From an optimization exercise on the open Yosys and OpenROAD flow, aimed at small area, a short achievable clock period and few clock cycles per item; shortcuts taken in it are not production practice. Only simulation tests tie the RTL to the original design; equivalence was not proved.

### flow/design.v
module EC_TOP(
           clk, rst_n, in_valid,
           in_Px, in_Py, in_Qx, in_Qy, in_prime, in_a,
           out_valid, out_Rx, out_Ry
       );
input clk, rst_n, in_valid;
input [6-1:0] in_Px, in_Py, in_Qx, in_Qy, in_prime, in_a;
output reg out_valid;
output reg [6-1:0] out_Rx, out_Ry;
wire [6-1:0] inv_out;
reg [5:0] IP_out;
reg [1:0] count;
reg [6-1:0] IN_1,IN_Px,IN_Py,IN_Qx,IN_Qy,IN_a,IN_prime,m_out,IN_2;
reg [5:0] ox,oy;
reg [12:0] mod3_in;
reg [11:0] mod1_in;
reg [11:0] mod2_in;
reg [5:0] mod1_out,mod2_out,mod3_out;
always @(posedge clk or negedge rst_n)
begin
    if(!rst_n)
    begin
        count<=0;
    end
    else
    begin
        if(count==0)
        begin
            if(in_valid)
                count<=count+1;
            else
                count<=count;
        end
        else
        begin
            if(out_valid)
                count<=0;
            else
                count<=count+1;
        end
    end
end
always @(posedge clk  )
begin
    begin
        if(in_valid)begin
            IN_Px<=in_Px;
            IN_Py<=in_Py;
            IN_Qx<=in_Qx;
            IN_Qy<=in_Qy;
            IN_a<=in_a;
            IN_prime<=in_prime;
        end
        else begin
            IN_Px<=IN_Px;
            IN_Py<=IN_Py;
            IN_Qx<=IN_Qx;
            IN_Qy<=IN_Qy;
            IN_a<=IN_a;
            IN_prime<=IN_prime;
        end
    end
end
always @(posedge clk  )
begin
    begin
        if(count==1)
            IP_out<=inv_out;
        else
            IP_out<=IP_out;
    end
end
always @(posedge clk  )
begin
    begin
        if(in_valid)begin
            IN_2<=mod1_out;
        end
        else
            IN_2<=IN_2;
    end
end
always @(posedge clk  )begin
    begin
        if(count==1)
            m_out<=mod3_out;
        else
            m_out<=m_out;
    end
end
always @(*) begin
    if(count==0)
    begin
        if(in_Px!=in_Qx||in_Py!=in_Qy)
            mod1_in=in_prime+in_Qx-in_Px;
        else
            mod1_in=2*in_Py;
    end
    else if (count==1) begin
        mod1_in=mod2_out*IN_Px;
    end
    else if (count==2)
        mod1_in=IP_out*m_out;
    else if (count==3)
        mod1_in=IP_out*m_out;
    else
        mod1_in=0;
end
always @(*) begin
    if(count==1)
        mod2_in=3*IN_Px;
    else if (count==2)
        mod2_in=IN_prime+IN_prime-IN_Px-IN_Qx;
    else if (count==3)
        mod2_in=IN_prime+IN_Px-ox;
    else
        mod2_in=0;
end
always @(*) begin
    if(count==1)begin
        if(IN_Px!=IN_Qx||IN_Py!=IN_Qy)
            mod3_in=IN_prime+IN_Qy-IN_Py;
        else
            mod3_in=mod1_out+IN_a;
    end
    else if (count==2)
        mod3_in=mod1_out*mod1_out+mod2_out;
    else if (count==3)
        mod3_in=mod1_out*mod2_out+IN_prime-IN_Py;
    else
        mod3_in=0;
end
always @(*) begin
    if(count==0)
        mod1_out=mod1_in%in_prime;
    else
        mod1_out=mod1_in%IN_prime;
end
always @(*) begin
    mod2_out=mod2_in%IN_prime;
end
always @(*) begin
    mod3_out=mod3_in%IN_prime;
end
always @(posedge clk  )
begin
    begin
        if(count==2)
            ox<=mod3_out;
        else
            ox<=ox;
    end
end
always @(posedge clk or negedge rst_n)
begin
    if(!rst_n)
    begin
        out_Rx<=0;
        out_Ry<=0;
        out_valid<=0;
    end
    else
    begin
        if(count==3)
        begin
            out_valid<=1;
            out_Rx<=ox;
            out_Ry<=mod3_out;
        end
        else
        begin
            out_valid<=0;
            out_Rx<=0;
            out_Ry<=0;
        end
    end
end
INV_IP #(.IP_WIDTH(6)) I_INV_IP (.IN_1(IN_prime),.IN_2(IN_2),.OUT_INV(inv_out));
endmodule
module INV_IP #(parameter IP_WIDTH = 6) (
    IN_1, IN_2,
    OUT_INV
);
input  [IP_WIDTH-1:0] IN_1, IN_2;
output [IP_WIDTH-1:0] OUT_INV;
wire signed [IP_WIDTH:0] lv_out;
wire [IP_WIDTH-1:0] big_in,small_in;
assign big_in=(IN_1>IN_2)? IN_1 : IN_2;
assign small_in=(IN_1>IN_2)? IN_2 : IN_1;
wire [5:0] a1, b1;
wire [4:0] q1, r1;
wire signed [5:0] t1_1, t2_1, t3_1;
assign a1=big_in;
assign b1=small_in;
assign q1=a1/b1;
assign r1=a1%b1;
assign t1_1=0;
assign t2_1=1;
assign t3_1=t1_1-t2_1*q1;
wire [5:0] a2;
wire [4:0] b2;
wire [4:0] q2, r2;
wire signed [5:0] t1_2, t2_2, t3_2;
assign a2=b1;
assign b2=(r1==0) ? 1 : r1;
assign q2=a2/b2;
assign r2=a2%b2;
assign t1_2=t2_1;
assign t2_2=(r1==0) ? t2_1 : t3_1;
assign t3_2=t1_2-t2_2*q2;
wire [4:0] a3, b3;
wire [3:0] q3, r3;
wire signed [5:0] t1_3, t2_3, t3_3;
assign a3=b2;
assign b3=(r2==0) ? 1 : r2;
assign q3=a3/b3;
assign r3=a3%b3;
assign t1_3=t2_2;
assign t2_3=(r2==0) ? t2_2 : t3_2;
assign t3_3=t1_3-t2_3*q3;
wire [4:0] a4;
wire [3:0] b4;
wire [3:0] q4;
wire [2:0] r4;
wire signed [5:0] t1_4, t2_4, t3_4;
assign a4=b3;
assign b4=(r3==0) ? 1 : r3;
assign q4=a4/b4;
assign r4=a4%b4;
assign t1_4=t2_3;
assign t2_4=(r3==0) ? t2_3 : t3_3;
assign t3_4=t1_4-t2_4*q4;
wire [3:0] a5;
wire [2:0] b5;
wire [2:0] q5;
wire [1:0] r5;
wire signed [5:0] t1_5, t2_5, t3_5;
assign a5=b4;
assign b5=(r4==0) ? 1 : r4;
assign q5=a5/b5;
assign r5=a5%b5;
assign t1_5=t2_4;
assign t2_5=(r4==0) ? t2_4 : t3_4;
assign t3_5=t1_5-t2_5*q5;
wire [2:0] a6;
wire [1:0] b6;
wire [1:0] q6;
wire r6;
wire signed [5:0] t1_6, t2_6, t3_6;
assign a6=b5;
assign b6=(r5==0) ? 1 : r5;
assign q6=a6/b6;
assign r6=a6%b6;
assign t1_6=t2_5;
assign t2_6=(r5==0) ? t2_5 : t3_5;
assign t3_6=t1_6-t2_6*q6;
wire [1:0] a7;
wire b7;
wire q7;
wire r7;
wire signed [5:0] t1_7, t2_7, t3_7;
assign a7=b6;
assign b7=(r6==0) ? 1 : r6;
assign q7=a7/b7;
assign r7=a7%b7;
assign t1_7=t2_6;
assign t2_7=(r6==0) ? t2_6 : t3_6;
assign t3_7=t1_7-t2_7*q7;
assign lv_out=t2_7;
assign OUT_INV =(lv_out[IP_WIDTH]) ? lv_out+big_in: lv_out;
endmodule
### flow/run.sh
#!/bin/bash
# synth_recipe.tcl (not shown) runs the flow's synth.tcl, then flattens the netlist and writes it again
# the make line also repeats each setting of config.mk as NAME=value (left out here)
make -C /OpenROAD-flow-scripts/flow DESIGN_CONFIG=/design/flow/config.mk WORK_HOME=/design/flow/orfs CLKGATE_MAP_FILE= SYNTH_SCRIPT=/design/flow/synth_recipe.tcl finish
### flow/config.mk
export PLATFORM = sky130hd
export DESIGN_NAME = EC_TOP
export DESIGN_NICKNAME = EC_TOP
export VERILOG_FILES = /design/flow/design.v
export SDC_FILE = /design/flow/constraint.sdc
export NUM_CORES = 4
export LEC_CHECK = 0
export CAP_MARGIN = 20
export CORE_MARGIN = 2
export CORE_UTILIZATION = 40
export SLEW_MARGIN = 20
### flow/constraint.sdc
create_clock -name core_clock -period 90.0 [get_ports {clk}]
set_input_delay 18.0000 -clock core_clock [delete_from_list [all_inputs] [get_ports {clk}]]
set_output_delay 18.0000 -clock core_clock [all_outputs]
set_load 0.01 [all_outputs]
==> flow_summary.yaml <==
finish:
  fin_nets: 4303
  multi_input_area_um2: 24500
  fill_cells: 7263
  register_area_um2: 2180
  finalNonFillerCells: 4597
  syn_to_final_growth_pct: 6.90
  layout-drive-gt1-share: 0.0588
  diodes: 0
critical_path:
  start_kind: "flip-flop"
  crit_path_max_fanout: 18
  critPathMostFrequentCell: "o21a_1"
  path_buf_inv: 19
  cp_slowest_cell: "mux2i_1"
  critPathKind: "reg -> reg"
  critPathMaxStageDelay_ns: 0.90
  endpoint_kind: "flip-flop"
  required_ns: 90.27
  arrival_ns: 81.95
  cpLargestDelayFamily: "compound AO/OA/AOI/OAI gates"
timing:
  tightestPinTransition_ns: 1.06
  hold_viol: 0
  rsz0062_at_grt: "no"
  period_needed_ns: 81.68
  finalCritPeriodShare: 0.908
  drv_slew: 0
  clock_skew_ns: 0.0140
  setup_viol: 0
  tns_ns: 0
  max_clock_freq_ghz: 0.0122
  slew_headroom: 0.288
clock_network:
  htreeDepth: 3
  clk_latency_ns: 0.40
  cts_tree: "done"
  root_buffer: "clkbuf_16"
  postCtsHoldBufs: 0
  cts_buffers: 9
  cts_buffer_depth: 2
  cts_setup_buffers: 0
  clock-sinks: 75
  clk_pin_slew_ns: 0.08
  cts_resized: 0
yosys:
  synthCells: 3620
  synth-seq-cells: 75
  synth-main-ff-cell: "edfxtp_1"
  seq_area_frac_synth: 0.0766
  synth_area_um2: 28400
  synth_edf_count: 60
  netlist_top_cells_area: "ha_1, fa_1, edfxtp_1, inv_1, nand2_1"
  yosysTopAreaCell: "ha_1"
  syn_nets: 4271
  synth_most_common_cell: "ha_1"
  yosys_warnings: 1
  async_flop_share: 0.200
  netlist.area_leader.share: 0.210
  synth_cell_types: 127
  ys_top_cells_by_count: "ha_1, inv_1, nand2_1"
  syn_area_per_cell_um2: 7.85
run_status:
  run_status: "finished clean"
routing:
  dr.pass1.iters: 5
  via_count: 26100
  viasPerCell: 5.68
  drt-total-wl_um: 84400
  drc: 0
  drtAntennaViolNets: 0
  wl_per_cell_um: 18.4
  first_iter_violations: 1555
global_routing:
  grt_pass1_wl_um: 136000
  grt_start_max_net_pins: 57
  grt-ovfl-total: 0
  grt_pass1_vias: 25300
  grtUsageTotal: 0.228
  grt_antenna_before_repair: 3
floorplanning:
  die_w_um: 271
  coreArea_um2: 70100
  initial_core_util: 0.405
  die_h_um: 271
  num_rows: 97
  dieArea_um2: 73200
  pin_count: 52
place:
  dpl.hpwl_um: 68600
  gp_routability_congestion: 0.957
  dp_cells: 4581
  port_buffers: 51
min_path:
  hp-class: "reg -> reg"
run:
  drv_cap: 0
flip-flops by register name (all words and copies together), names as in the netlist:
signal,cells
IN_2,6
IN_Px,6
IN_Py,6
IN_Qx,6
IN_Qy,6
IN_a,6
IN_prime,6
IP_out,6
count,2
m_out,6
out_Rx,6
out_Ry,6
out_valid,1
ox,6
area by class of cell:
cell class,count,share of cell area
clock buffers,9,0.00741
clock inverters,7,0.00255
inverters,386,0.0477
multi-input cells,3090,0.806
flip-flops and latches,75,0.0717
well taps,940,0.0387
repair buffers,90,0.0263
worst paths after layout:
kind,from,to,slack [ns],cells past startpoint
max in group asynchronous,rst_n,count[0]$_DFFE_PN0P_,71.78,2
max,IN_Px[1]$_DFFE_PP_,out_Ry[3]$_DFF_PN0_,8.32,354
min in group asynchronous,rst_n,out_Ry[1]$_DFF_PN0_,17.97,2
max reg2reg,IN_Px[1]$_DFFE_PP_,out_Ry[3]$_DFF_PN0_,8.32,354
min reg2reg,out_valid$_DFF_PN0_,count[1]$_DFFE_PN0P_,0.53,1
min,out_valid$_DFF_PN0_,count[1]$_DFFE_PN0P_,0.53,1
metrics by stage:
step	instance area, um^2	util	setup WS, ns	hold slack (ns)
after floorplan	28400	-	18.69	0.464
after global placement	30100	0.429	11.19	0.512
after detailed placement	30100	0.429	9.11	0.505
after CTS	30400	0.433	8.84	0.517
after global routing	30400	0.433	0.842	0.556
final	30400	0.433	8.32	0.532
per-layer routing:
metal / global-route usage / wire length, um
met5: 0 / 0
met4: 0.0707 / 2420
met3: 0.0138 / 3280
met2: 0.390 / 39500
met1: 0.308 / 39200
cells in the final DEF, fill, tap and decap left out, types with 27 or more instances in the layout:
| cell | instances |
|---|---|
| a211oi_1 | 29 |
| a21o_1 | 90 |
| a21oi_1 | 206 |
| a31oi_1 | 27 |
| and2_1 | 94 |
| buf_4 | 39 |
| clkdlybuf4s50_1 | 50 |
| edfxtp_1 | 60 |
| fa_1 | 134 |
| ha_1 | 477 |
| inv_1 | 379 |
| mux2_2 | 53 |
| mux2i_1 | 64 |
| nand2_1 | 314 |
| nand2b_1 | 57 |
| nand3_1 | 51 |
| nor2_1 | 292 |
| nor2b_1 | 52 |
| nor3_1 | 128 |
| o21a_1 | 129 |
| o21ai_0 | 180 |
| o31ai_1 | 28 |
| or3_1 | 33 |
| xnor2_1 | 130 |
| xor2_1 | 78 |
kinds of logic after synthesis:
| group | synth area share |
|---|---|
| XOR/XNOR | 0.0647 |
| AND/OR/NAND/NOR | 0.206 |
| multiplexers | 0.0492 |
| adder cells (fa/ha/maj) | 0.305 |
| flip-flops | 0.0766 |
| AO/OA/AOI/OAI | 0.237 |
| buffers and inverters | 0.0623 |
Testbench counts, summed over its fixed seeds: cycles 12,800, items 3,200.

port drivers added, routing unchanged:
How much do the figures lean on ideal ports? The routed layout below was timed once more, with nothing changed but the port constraints. Step 1 sets driving cells, clkbuf_16 on the clock port and buf_2 on the other inputs (assumed; they add their load-dependent delay and slew). Step 2 times the ports against the registers' clock, not the clock port: input delays grow and output delays shrink by t, the midpoint of the rising clock arrivals with the driver on. Slacks: no drivers / after step 1 / after step 2; pairs: no drivers / after step 1.
t (ns): 0.440
slack for setup (ns): 8.319 / 8.319 / 8.319
worst setup path after step 2: register to register
worst data-port slew with drivers (ns): 0.04
After both steps this run still meets setup and hold. For this run, drivers alone change the setup slack by 0.000 ns; drivers and shift together by 0.000 ns.
